What follows belongs to an exercise in optimizing a design on an open flow for small area, a short achievable clock period and few clock cycles per item; a production flow would make more cautious choices. The RTL of this run was laid out without a check of its function. Power figures rest on the tool's default switching activity, not on a simulated workload.

`design/flow/constraint.sdc`:
```
create_clock -name core_clock -period 6.0 [get_ports {clk}]
set_input_delay 1.2000 -clock core_clock [delete_from_list [all_inputs] [get_ports {clk}]]
set_output_delay 1.2000 -clock core_clock [all_outputs]
set_load 0.01 [all_outputs]
```
`design/flow/run.sh`:
```
#!/bin/bash
# synth_recipe.tcl (not shown) runs the flow's synth.tcl, then flattens the netlist and writes it again
# the make line also repeats each setting of config.mk as NAME=value (left out here)
make -C /OpenROAD-flow-scripts/flow DESIGN_CONFIG=/design/flow/config.mk WORK_HOME=/design/flow/orfs CLKGATE_MAP_FILE= SYNTH_SCRIPT=/design/flow/synth_recipe.tcl finish
```
`design/flow/design.v`:
```
`timescale 1ns / 1ps
module mul (	
            input clk, reset, enable,
			input [8-1 :0]num_1, num_2,
			output reg [2*8 - 1 :0] out_num
			);
parameter word_length = 2* 8;
always@(posedge clk)
    begin
        if (!reset)
            out_num <={word_length{1'b0}};
        else if (enable)
            out_num <= num_1 * num_2;
        end            
endmodule
`timescale 1ns / 1ps
module adder #(parameter num_width = (2*8))(
                input [num_width -1 : 0] num_1, num_2,
                input clk, reset, enable,
                output reg [num_width : 0] out_num
                );
parameter word_length = num_width + 1;
always@(posedge clk)
    begin
        if (!reset)
            out_num <= {word_length{1'b0}};
            else if (enable)
            out_num <= num_1 + num_2;
    end
endmodule
`timescale 1ns / 1ps
module multiplier_array #(parameter array_size = 16,
                          parameter num_width = 8 )(
                    clk,
                    reset,
                    enable,
                    num_1,
                    num_2,
                    out_num
                    );
input clk;
input reset;
input enable;
input [(num_width * array_size )-1:0] num_1;
input [(num_width * array_size )-1:0] num_2;
output  [(2*num_width * array_size) -1 : 0] out_num;
wire [num_width - 1: 0] w_num_1 [array_size - 1 : 0];
wire [num_width - 1: 0] w_num_2 [array_size - 1 : 0];
wire [2*num_width - 1 : 0] w_out_num [array_size -1 : 0];
parameter input_width = (num_width * array_size);
genvar i;
for (i = 0; i < array_size ; i = i + 1) begin
    assign w_num_1[i] = num_1[((i+1)*input_width/(array_size) -1 ):(i*input_width/(array_size))];
    assign w_num_2[i] = num_2[((i+1)*input_width/(array_size) -1 ):(i*input_width/(array_size))];
    end
generate 
for (i = 0; i < array_size; i = i + 1) begin
        mul #(num_width) mo(
               .clk(clk),
               .reset(reset),
               .enable(enable),
               .num_1(w_num_1[i]),
               .num_2(w_num_2[i]),
               .out_num(w_out_num[i])         
                );
    end 
    endgenerate   
assign out_num = { w_out_num[15], w_out_num[14], w_out_num[13], w_out_num[12],
                         w_out_num[11],w_out_num[10],w_out_num[9],w_out_num[8],
                         w_out_num[7], w_out_num[6], w_out_num[5], w_out_num[4], 
                         w_out_num[3], w_out_num[2], w_out_num[1], w_out_num[0]};        
endmodule
`timescale 1ns / 1ps
module L1_adder_array #(parameter data_width = 16,
                        parameter array_size = 8)
                        (
                        clk,
                        reset,
                        enable,
                        num_1,
                        num_2,
                        out_num                            
                        );
input clk;
input reset;
input enable;
input [(data_width * array_size )-1:0] num_1;           
input [(data_width * array_size )-1:0] num_2; 
output [((data_width  * array_size ) + array_size - 1) :0] out_num;         
wire [data_width-1: 0]w_num_1[array_size-1 : 0];
wire [data_width-1: 0]w_num_2[array_size-1 : 0];
wire [data_width : 0] w_out_num [array_size -1 : 0];
parameter output_width = (data_width  * array_size ) + array_size ;      
genvar i;
for (i = 0 ; i < array_size ; i = i +1) begin
    assign w_num_1[i] = num_1[((i+1)*data_width - 1 ): (i*data_width)];
    assign w_num_2[i] = num_2[((i+1)*data_width - 1 ): (i*data_width)];
 end
generate
for(i = 0; i < array_size; i = i + 1) begin
        adder #(.num_width(16)) a0(
                  .clk(clk),
                  .reset(reset),
                  .enable(enable),
                  .num_1(w_num_1[i]),
                  .num_2(w_num_2[i]),
                  .out_num(w_out_num[i])  
                  );
end
endgenerate
for (i = 0 ; i < array_size; i = i + 1) begin
assign out_num[((i+1)*output_width/array_size)-1 : ((i)*output_width/array_size)] = w_out_num[i];
end
endmodule
`timescale 1ns / 1ps
module L2_adder_array #(parameter data_width = 17,
                        parameter array_size = 4
                        )(
                        clk,
                        reset,
                        enable,
                        num_1,
                        num_2,
                        out_num                            
                        );
input clk;
input reset;
input enable;
input [(data_width * array_size )-1:0] num_1;           
input [(data_width * array_size )-1:0] num_2; 
output [((data_width  * array_size ) + array_size - 1) :0] out_num;         
wire [data_width-1: 0] w_num_1 [array_size-1 : 0];
wire [data_width-1: 0] w_num_2[array_size-1 : 0];
wire [data_width : 0] w_out_num [array_size -1 : 0];
parameter output_width = (data_width  * array_size ) + array_size;
genvar i;
for (i = 0 ; i < array_size ; i = i + 1) begin
    assign w_num_1[i] = num_1[((i+1)*data_width) -1 :(i*data_width)];
    assign w_num_2[i] = num_2[((i+1)*data_width) -1 :(i*data_width)];
end
generate
for(i = 0; i < array_size; i = i + 1) begin
        adder #(.num_width(17)) a0(
                  .clk(clk),
                  .reset(reset),
                  .enable(enable),
                  .num_1(w_num_1[i]),
                  .num_2(w_num_2[i]),
                  .out_num(w_out_num[i])  
                  );
end
endgenerate
for (i = 0 ; i < array_size; i = i + 1) begin
assign out_num[((i+1)*output_width/array_size)-1 : ((i)*output_width/array_size)] = w_out_num[i];
end
endmodule
`timescale 1ns / 1ps
module L3_adder_array #(parameter data_width = 18,
                        parameter array_size = 2
                        )(
                        clk,
                        reset,
                        enable,
                        num_1,
                        num_2,
                        out_num                            
                        );
input clk;
input reset;
input enable;
input [(data_width * array_size )-1:0] num_1;           
input [(data_width * array_size )-1:0] num_2; 
output [((data_width  * array_size ) + array_size - 1) :0] out_num;         
wire [data_width-1: 0] w_num_1 [array_size-1 : 0];
wire [data_width-1: 0] w_num_2[array_size-1 : 0];
wire [data_width : 0] w_out_num [array_size -1 : 0];
parameter output_width = (data_width  * array_size ) + array_size;
genvar i;
for (i = 0 ; i < array_size ; i = i + 1) begin
    assign w_num_1[i] = num_1[((i+1)*data_width) -1 :(i*data_width)];
    assign w_num_2[i] = num_2[((i+1)*data_width) -1 :(i*data_width)];
end
generate
for(i = 0; i < array_size; i = i + 1) begin
        adder #(.num_width(18)) a0(
                  .clk(clk),
                  .reset(reset),
                  .enable(enable),
                  .num_1(w_num_1[i]),
                  .num_2(w_num_2[i]),
                  .out_num(w_out_num[i])  
                  );
end
endgenerate
    for (i = 0 ; i < array_size; i = i + 1) begin
    assign out_num[((i+1)*output_width/array_size)-1 : ((i)*output_width/array_size)] = w_out_num[i];
    end
endmodule
`timescale 1ns / 1ps
module L4_adder_array #(parameter data_width = 19,
                        parameter array_size = 1
                        )(
                        clk,
                        reset,
                        enable,
                        num_1,
                        num_2,
                        out_num                            
                        );
input clk;
input reset;
input enable;
input [(data_width * array_size )-1:0] num_1;           
input [(data_width * array_size )-1:0] num_2; 
output  [((data_width  * array_size ) + array_size - 1) :0] out_num;         
wire [data_width-1: 0] w_num_1 [array_size-1 : 0];
wire [data_width-1: 0] w_num_2[array_size-1 : 0];
wire [data_width : 0] w_out_num [array_size -1 : 0];
parameter output_width = (data_width  * array_size ) + array_size;
genvar i;
for (i = 0 ; i < array_size ; i = i + 1) begin
    assign w_num_1[i] = num_1[((i+1)*data_width) -1 :(i*data_width)];
    assign w_num_2[i] = num_2[((i+1)*data_width) -1 :(i*data_width)];
end
generate
for(i = 0; i < array_size; i = i + 1) begin
        adder #(.num_width(19)) a0(
                  .clk(clk),
                  .reset(reset),
                  .enable(enable),
                  .num_1(w_num_1[i]),
                  .num_2(w_num_2[i]),
                  .out_num(w_out_num[i])  
                  );
end
endgenerate
    for (i = 0 ; i < array_size; i = i + 1) begin
    assign out_num[((i+1)*output_width/array_size)-1 : ((i)*output_width/array_size)] = w_out_num[i];
    end
endmodule
`timescale 1ns / 1ps
module DataPath #(parameter mul_out_width = 256, 
                  parameter l1_adder_out_width = 136,
                  parameter l2_adder_out_width = 72,
                  parameter l3_adder_out_width = 38,
                  parameter l4_adder_out_width = 20)(
                clk, reset,
                mul_enable,
                l1_add_enable,
                l2_add_enable,
                l3_add_enable,
                l4_add_enable,
                input_matrix_reg,
                filter_matrix_reg,
                conv_out
                );
input clk;
input reset;
input mul_enable;
input l1_add_enable;
input l2_add_enable;
input l3_add_enable;
input l4_add_enable;
input [127:0]input_matrix_reg;      
input [127:0] filter_matrix_reg;    
output reg [l4_adder_out_width -1 :0] conv_out;
wire [mul_out_width -1 : 0] multiplier_out;
wire [l1_adder_out_width -1 : 0] l1_adder_out;
wire [l2_adder_out_width -1 : 0] l2_adder_out;
wire [l3_adder_out_width -1 : 0] l3_adder_out;
wire [l4_adder_out_width -1 : 0] l4_adder_out;
multiplier_array #(16,8) m0 (
                          .clk(clk),
                          .reset(reset),
                          .enable(mul_enable),
                          .num_1(input_matrix_reg),
                          .num_2(filter_matrix_reg),
                          .out_num(multiplier_out)  
                          );
L1_adder_array a0 (
                        .clk(clk),
                        .reset(reset),
                        .enable(l1_add_enable),
                        .num_1(multiplier_out[255:128]),
                        .num_2(multiplier_out[127:0]),
                        .out_num(l1_adder_out)
                        );
L2_adder_array a1 (
                    .clk(clk),
                    .reset(reset),
                    .enable(l2_add_enable),
                    .num_1(l1_adder_out[135:68]),
                    .num_2(l1_adder_out[67:0]),
                    .out_num(l2_adder_out)
                    );
L3_adder_array a2 (
                    .clk(clk),
                    .reset(reset),
                    .enable(l3_add_enable),
                    .num_1(l2_adder_out[71:36]),
                    .num_2(l2_adder_out[35:0]),
                    .out_num(l3_adder_out)
                    );          
L4_adder_array a3 (
                    .clk(clk),
                    .reset(reset),
                    .enable(l4_add_enable),
                    .num_1(l3_adder_out[37:19]),
                    .num_2(l3_adder_out[18:0]),
                    .out_num(l4_adder_out)
                    );                              
always@(posedge clk)
    begin
        if(!reset)
        conv_out <= {l4_adder_out_width{1'b0}};
        else
        conv_out <= l4_adder_out;
    end                                           
endmodule
`timescale 1ns / 1ps
module controller(  
                    clk,
                    reset,   
                    START,
                    BUSY,
                    DONE,
                    input_matrix_ram_en,
                    input_matrix_ram_read_en,
                    input_matrix_ram_address,
                    filter_matrix_rom_en,
                    filter_matrix_rom_read_en,
                    filter_matrix_rom_address,
                    data_path_signal,
                    result_valid                             
    );
input clk;
input reset;
input START;      
output reg BUSY;
output reg DONE;
output reg input_matrix_ram_en;
output reg input_matrix_ram_read_en;
output reg [9:0] input_matrix_ram_address;
output reg filter_matrix_rom_en;
output reg filter_matrix_rom_read_en;
output reg filter_matrix_rom_address;
output reg [4:0] data_path_signal;           
output reg result_valid;                     
parameter counter_size = 10;
reg [counter_size-1:0] count, count_next;
reg [counter_size-1:0] state_counter, state_counter_next; 
reg [9:0] w_input_matrix_ram_address, w_input_matrix_ram_address_next; 
reg w_filter_matrix_rom_address, w_filter_matrix_rom_address_next;
   parameter STATE_SIZE = 8;
   parameter INIT = 8'd0,
             LOAD = 8'd1,
             MULT = 8'd2,
             L1_ADD = 8'd3,
             L2_ADD = 8'd4,
             L3_ADD = 8'd5,
             L4_ADD = 8'd6,
             MEM_STORE = 8'd7;
reg [STATE_SIZE-1: 0] current_state, next_state;
always@(posedge clk)
    begin
    if(!reset) begin
        current_state <= INIT;
        count <= {counter_size{1'b0}};
        state_counter <= {counter_size{1'b0}};
        w_input_matrix_ram_address <= {10{1'b0}};
        w_filter_matrix_rom_address <= 1'b0;
        end
        else
        begin
        current_state <= next_state;
        count <= count_next;
        state_counter <= state_counter_next;
        w_input_matrix_ram_address <= w_input_matrix_ram_address_next;
        w_filter_matrix_rom_address <= w_filter_matrix_rom_address_next;
        end  
        end           
always@(*)
begin
    next_state = current_state;       
    count_next = count + 1;           
    state_counter_next = state_counter;     
    w_input_matrix_ram_address_next = w_input_matrix_ram_address;  
    w_filter_matrix_rom_address_next = w_filter_matrix_rom_address;    
    DONE = 1'b0;
    case(current_state)
    INIT: if(START) begin
            next_state = LOAD;           
            w_input_matrix_ram_address_next = {10{1'b0}};  
            w_filter_matrix_rom_address_next = 1'b0;
            state_counter_next = {counter_size{1'b0}}; 
            count_next = {counter_size{1'b0}}; 
          end  
    LOAD: begin
            w_filter_matrix_rom_address_next = w_filter_matrix_rom_address + 1 ; 
            w_input_matrix_ram_address_next = w_input_matrix_ram_address + 1;
            if(count == 1) begin
            next_state = MULT;                           
            count_next = {counter_size{1'b0}};           
           end 
           end
    MULT: 
            if(count == 15) begin
            next_state = L1_ADD;
            count_next = {counter_size{1'b0}};
            end
    L1_ADD: if (count == 7)begin
            next_state = L2_ADD;
            count_next = {counter_size{1'b0}};
            end
    L2_ADD: if (count == 7)begin
            next_state = L3_ADD;
            count_next = {counter_size{1'b0}};
            end
    L3_ADD: if (count == 7)begin
            next_state = L4_ADD;
            count_next = {counter_size{1'b0}};
            end
    L4_ADD: if (count == 7)begin
            next_state = MEM_STORE;
            count_next = {counter_size{1'b0}};
            end
   MEM_STORE:  
            if (state_counter == 256) begin
                next_state = INIT;
                DONE = 1'b1;
                end
                else
                    begin
                        if (count == 10)begin            
                        next_state = LOAD;
                        state_counter_next = state_counter + 1; 
                        count_next = {counter_size{1'b0}};
                        end
                        end
   default: next_state = INIT;
    endcase
end
always@(*)
begin
    BUSY = 1'b1;
    input_matrix_ram_en = 1'b0;
    input_matrix_ram_read_en = 1'b0;
    filter_matrix_rom_en = 1'b0;
    filter_matrix_rom_read_en = 1'b0;   
    data_path_signal = 5'b00000;   
    input_matrix_ram_address = w_input_matrix_ram_address;
    filter_matrix_rom_address = w_filter_matrix_rom_address;
    result_valid = 1'b0;
    case(current_state)
    INIT: begin
          BUSY = 1'b0;
          end
    LOAD: 
           begin           
           input_matrix_ram_en = 1'b1;
           filter_matrix_rom_en = 1'b1;
           data_path_signal = 5'b00000;
           end  
    MULT:
           begin          
           data_path_signal = 5'b10000;          
           end           
    L1_ADD:
           begin
           data_path_signal = 5'b01000;
           end 
    L2_ADD:
           begin
           data_path_signal = 5'b00100;
           end 
    L3_ADD:
           begin
           data_path_signal = 5'b00010;
           end 
    L4_ADD:
           begin
           data_path_signal = 5'b00001;
           end 
    MEM_STORE:
           begin
           data_path_signal = 5'b00000;
           result_valid = (count == 0);
           end              
    default : 
           begin
           data_path_signal = 5'b00000;   
           end                                                                      
    endcase
end
endmodule   
`timescale 1ns / 1ps
module top_module(  clk,
                    reset,
                    INIT,
                    READY,
                    DONE,
                    input_ram_en,
                    input_ram_addr,
                    input_ram_data,
                    filter_rom_en,
                    filter_rom_addr,
                    filter_rom_data,
                    conv_valid,
                    conv_out
                    );
input clk;
input reset;
input INIT;
output reg READY;
output reg DONE;
output input_ram_en;
output [9:0] input_ram_addr;
input [63:0] input_ram_data;
output filter_rom_en;
output filter_rom_addr;
input [63:0] filter_rom_data;
output conv_valid;
output [19:0] conv_out;
wire w_START;
wire w_ready;
wire w_input_matrix_ram_en;
reg w_input_matrix_ram_wea;
wire [9:0] w_input_matrix_ram_address;
reg [63:0] w_input_matrix_ram_dina;             
wire [63:0] w_input_matrix_ram_douta;
wire w_filter_matrix_rom_read_en;
wire w_filter_matrix_rom_en;
wire [0:0] w_filter_matrix_rom_address;      
wire [63:0]w_filter_matrix_rom_douta;
reg [127:0] w_input_matrix_reg;
reg [127:0] w_filter_matrix_reg;
wire [4:0]w_data_path_signal;
wire w_mul_enable;
wire w_l1_add_enable;
wire w_l2_add_enable;
wire w_l3_add_enable;
wire w_l4_add_enable;
wire [19:0] w_conv_out;
wire w_BUSY;
wire w_DONE;
wire w_conv_valid;
wire w_input_matrix_ram_read_en;
assign input_ram_en = w_input_matrix_ram_en;
assign input_ram_addr = w_input_matrix_ram_address;
assign w_input_matrix_ram_douta = input_ram_data;
assign filter_rom_en = w_filter_matrix_rom_en;
assign filter_rom_addr = w_filter_matrix_rom_address;
assign w_filter_matrix_rom_douta = filter_rom_data;
 controller controller_0(  
                    .clk(clk),
                    .reset(reset),   
                    .START(w_START),         
                    .BUSY(w_BUSY),
                    .DONE(w_DONE),
                    .input_matrix_ram_en(w_input_matrix_ram_en),
                    .input_matrix_ram_read_en(w_input_matrix_ram_read_en),
                    .input_matrix_ram_address(w_input_matrix_ram_address),
                    .filter_matrix_rom_en(w_filter_matrix_rom_en),
                    .filter_matrix_rom_read_en(w_filter_matrix_rom_read_en),
                    .filter_matrix_rom_address(w_filter_matrix_rom_address),
                    .data_path_signal(w_data_path_signal),
                    .result_valid(w_conv_valid)                             
    );
assign {w_mul_enable, w_l1_add_enable, w_l2_add_enable, w_l3_add_enable, w_l4_add_enable} = {w_data_path_signal};
DataPath data_path_0 (
                    .clk(clk), 
                    .reset(reset),
                    .mul_enable(w_mul_enable),                           
                    .l1_add_enable(w_l1_add_enable),                     
                    .l2_add_enable(w_l2_add_enable),                     
                    .l3_add_enable(w_l3_add_enable),                     
                    .l4_add_enable(w_l4_add_enable),                     
                    .input_matrix_reg(w_input_matrix_reg),
                    .filter_matrix_reg(w_filter_matrix_reg),
                    .conv_out(w_conv_out)
                    );
assign conv_out = w_conv_out;
assign conv_valid = w_conv_valid;
reg w_input_matrix_ram_valid;
reg w_filter_matrix_rom_valid;
always@(posedge clk)
    begin
    if(!reset) begin
    w_input_matrix_ram_valid <= 1'b0;
    w_filter_matrix_rom_valid <= 1'b0;
    end
    else begin
    w_input_matrix_ram_valid <= w_input_matrix_ram_en;
    w_filter_matrix_rom_valid <= w_filter_matrix_rom_en;
    end
    end
always@(posedge clk)
    begin
    if(w_input_matrix_ram_valid) begin
    w_input_matrix_reg[63:0] <= w_input_matrix_ram_douta;
    w_input_matrix_reg[127:64] <= w_input_matrix_reg[63:0];
    end
    if(w_filter_matrix_rom_valid) begin   
    w_filter_matrix_reg[63:0] <= w_filter_matrix_rom_douta;
    w_filter_matrix_reg[127:64] <= w_filter_matrix_reg[63:0];
    end
end
always@(*)
    begin
     w_input_matrix_ram_wea = 1'b0;    
     w_input_matrix_ram_dina = {64{1'b0}};
     READY = ~ w_BUSY;
     DONE = w_DONE;
    end
assign w_START = INIT;   
endmodule
```
`design/flow/config.mk`:
```
export PLATFORM = sky130hd
export DESIGN_NAME = top_module
export DESIGN_NICKNAME = top_module
export VERILOG_FILES = /design/flow/design.v
export SDC_FILE = /design/flow/constraint.sdc
export NUM_CORES = 4
export LEC_CHECK = 0
export CAP_MARGIN = 20
export CORE_MARGIN = 2
export CORE_UTILIZATION = 40
export PLACE_DENSITY = 0.6
export SLEW_MARGIN = 20
```
==> run summary <==
-- layout make-up --
cell class	count	area, um2	area share
Clock inverter	53	598	0.00756
Clock buffer	140	2980	0.0377
Multi-Input combinational cell	5957	48000	0.606
Tap cell	2355	2950	0.0372
Timing Repair Buffer	187	1940	0.0245
Sequential cell	833	19200	0.243
Inverter	913	3430	0.0434
-- per-layer routing --
layer	share of wire	vias to the layer above
li1	-	26700
met1	0.47	26000
met2	0.48	787
met3	0.032	200
met4	0.022	0
met5	0	-
-- where the power goes --
group          internal [mW]  switching (mW)  total [mW]
clock network           3.92            2.68        6.60
registers               6.84            1.14        7.98
logic                   11.0            14.8        25.8
-- placed cells by master, fill, tap and decap left out, drive strengths merged, types with 85 or more instances in the layout --
master	netlist	routed
fa	591	591
o21ai	260	260
edfxtp	256	256
and3	85	85
xor2	109	109
dfxtp	577	577
ha	834	834
clkdlybuf4s50	1	165
clkbuf	200	140
a21oi	617	617
nand3	172	172
a21o	163	163
nand2	1043	1043
xnor2	219	219
a211oi	109	109
and2	831	831
inv	912	922
nor2	235	235
-- critical path: cells and delay by family, from the launching register on --
| family | cells | cell delay, ns |
|---|---|---|
| buffers and inverters | 4 | 0.20 |
| and+or+nand+nor | 3 | 0.73 |
| DFF | 1 | 0.51 |
| AOI/OAI and AO/OA | 4 | 0.87 |
| adders and majority gates | 5 | 2.32 |
-- per-stage QoR --
step / cells / area (um2) / power (mW) / worst slack (ns)
final: 10400 / 79100 / 40.4 / 1.31
after global routing: 10400 / 79100 / 44.8 / 0.995
after CTS: 10400 / 79100 / 40.9 / 1.31
after detailed placement: 10200 / 75500 / 34.0 / 1.32
after global placement: 10200 / 75500 / 33.7 / 1.37
after floorplan: 7915 / 71400 / 27.3 / 1.72
-- synth_stat cells (172+ instances only) --
cell / number / share of area
a21oi_1: 615 / 0.043
and2_1: 830 / 0.073
clkbuf_1: 199 / 0.010
dfxtp_1: 577 / 0.16
edfxtp_1: 256 / 0.11
fa_1: 591 / 0.17
ha_1: 834 / 0.15
inv_1: 912 / 0.048
nand2_1: 1043 / 0.055
nand3_1: 172 / 0.012
nor2_1: 235 / 0.012
o21ai_0: 242 / 0.017
xnor2_1: 219 / 0.027
-- worst max path at each step --
| stage | end | cells past startpoint | from |
|---|---|---|---|
| floorplan | data_path_0.m0.genblk2[4].mo.out_num[13]$_SDFFE_PN0P_ | 16 | w_input_matrix_reg[37]$_DFFE_PP_ |
| global placement | data_path_0.m0.genblk2[4].mo.out_num[13]$_SDFFE_PN0P_ | 16 | w_filter_matrix_reg[34]$_DFFE_PP_ |
| detailed placement | data_path_0.m0.genblk2[4].mo.out_num[13]$_SDFFE_PN0P_ | 16 | w_filter_matrix_reg[34]$_DFFE_PP_ |
| CTS | data_path_0.m0.genblk2[4].mo.out_num[13]$_SDFFE_PN0P_ | 16 | w_filter_matrix_reg[34]$_DFFE_PP_ |
| global route | data_path_0.m0.genblk2[4].mo.out_num[13]$_SDFFE_PN0P_ | 16 | w_input_matrix_reg[36]$_DFFE_PP_ |
| finish | data_path_0.m0.genblk2[4].mo.out_num[13]$_SDFFE_PN0P_ | 16 | w_filter_matrix_reg[34]$_DFFE_PP_ |
-- kinds of logic (layout without fill, tap and decap cells) --
family          after synthesis  after routing  synth area share
compound gates             1452           1452             0.124
xor+xnor                    328            328            0.0402
fa+ha+maj                  1425           1425             0.312
buf+inv                    1125           1293            0.0595
flops                       833            833             0.269
mux                           4              4          0.000561
simple gates               2748           2748             0.194
==> flow_metrics.py <==
metrics = {
    "floorplan": {
        "die_w_um": 427,
        "rows": 155,
        "initial_core_util": 0.401,
        "die_y_um": 427,
        "io_pins": 167,
        "die_area_um2": 182000,
        "fp.coreArea_um2": 178000,
    },
    "worst_hold_path": {
        "holdCritPathClass": "reg -> reg",
        "hold_path_depth": 2,
        "min_from": "data_path_0.a3.genblk2[0].a0.out_num[9]$_SDFFE_PN0P_",
        "min_to": "data_path_0.a3.genblk2[0].a0.out_num[9]$_SDFFE_PN0P_",
    },
    "logic_synthesis": {
        "yosysUniqueCellTypes": 82,
        "ys_seq_area_frac": 0.269,
        "yosysWarningCount": 13,
        "synth_flop_cell": "dfxtp_1",
        "synth_fp_nets": 9471,
        "synth-edff-count": 256,
        "synth.ff_latch_count": 833,
        "synth_cells": 7915,
        "syn-cell-area_um2": 71400,
        "syn_area_per_cell_um2": 9.03,
        "async_flop_share": 0,
    },
    "power_and_ir_drop": {
        "ir_drop_uv": 373,
        "cellLeakagePower_nw": 35.6,
        "power_density_nw_per_um2": 510,
    },
    "global_routing": {
        "grt_pass1_wl_mm": 286,
        "grt_use_total": 0.191,
        "use_met1": 0.257,
        "met2_usage": 0.326,
        "met3_usage": 0.0195,
        "grt_max_degree": 176,
        "antenna_found_initial": 0,
        "grt_pass1_vias": 54500,
        "top_usage_layer": "met2",
        "grt_overflow": 0,
    },
    "cts": {
        "cts.repair.resized": 0,
        "clockBufferDepth": 3,
        "cts_sinks": 833,
        "h-tree-depth": 3,
        "worstSkewPairLatency_ns": 0.73,
        "post-cts-setup-buffers": 0,
        "cts_buffers": 103,
        "cts_tree": "yes",
        "cts.reportedPaths.clkPinSlew_ns": 0.06,
        "root_buffer": "clkbuf_16",
        "hold_buffers": 0,
    },
    "worst_setup_path": {
        "required_ns": 6.65,
        "rr_worst_depth": 16,
        "arrival_ns": 5.35,
        "start_kind": "flop",
        "worstReg2RegStart": "w_filter_matrix_reg[34]$_DFFE_PP_",
        "crit_chain": "and2_1, fa_1, inv_1, fa_1, inv_1, fa_1, inv_1, fa_1, inv_1, ha_1, a21boi_0, o21ai_0, o21ai_0, a22oi_1, or4_1, nand4_1",
        "reg2reg_to": "data_path_0.m0.genblk2[4].mo.out_num[13]$_SDFFE_PN0P_",
        "criticalPathCategory": "reg -> reg",
        "critPathSlowestCell": "fa_1",
        "reg2reg_slack_ns": 1.31,
        "cp_slowest_stage_delay_ns": 0.53,
        "cp_max_fo": 9,
        "critPathCaptureType": "flop",
    },
    "final_layout": {
        "n_antenna_cell": 0,
        "fill_cells": 17400,
        "syn_to_final_growth_pct": 10.8,
        "largest_reg_flops": 256,
        "layout-drive-gt1-share": 0.0288,
        "largest_registers": "data_path_0.m0.genblk2.mo.out_num (256), data_path_0.a0.genblk2.a0.out_num (136)",
        "largest-register": "data_path_0.m0.genblk2.mo.out_num",
        "fin_util": 0.444,
        "nets": 9551,
    },
    "detailed_routing": {
        "vias_per_cell": 5.14,
        "ant_nets": 0,
        "wl_per_cell_um": 16.5,
        "first_pass_iters": 6,
        "drt_iter0_markers": 3064,
        "vias": 53700,
        "drc": 0,
        "drt_wl_total_mm": 173,
    },
    "timing": {
        "slew-limit-headroom": 0.282,
        "period_share": 0.782,
        "finalSetupViolCount": 0,
        "holdWs_ns": 0.450,
        "fin_skew_ns": 0.0223,
        "fin_tns_setup_ns": 0,
        "max_freq_ghz": 0.213,
        "worstMarginPinSlew_ns": 1.08,
        "hold_viol_final": 0,
        "fin_crit_ns": 4.69,
        "rsz0062_at_grt": "false",
        "drv_slew": 0,
    },
    "placed_design": {
        "dpl.hpwl_mm": 131,
        "io_buffers": 166,
        "place_congestion": 0.860,
    },
    "run_status": {
        "outcome": "finished clean",
    },
    "job": {
        "drv_cap": 0,
    },
}

-- what the ideal ports hide --
No port has a modelled driver above. Below, the same layout with a new extraction and two added sets of constraints. Step 1 sets driving cells, clkbuf_16 on the clock port and buf_2 on the other inputs (assumed; they add their load-dependent delay and slew). Step 2 times the ports against the registers' clock, not the clock port: input delays grow and output delays shrink by t, the midpoint of the rising clock arrivals with the driver on. Slacks: ideal / step 1 / step 2; pairs: ideal / step 1.
t (ns): 0.804
setup slack, ns: 1.307 / 1.307 / 1.307
cell pins on the clock port's net: 1
After both steps this run still meets setup and hold. The setup slack of this run moves by 0.000 ns with the drivers and by 0.000 ns with both steps.
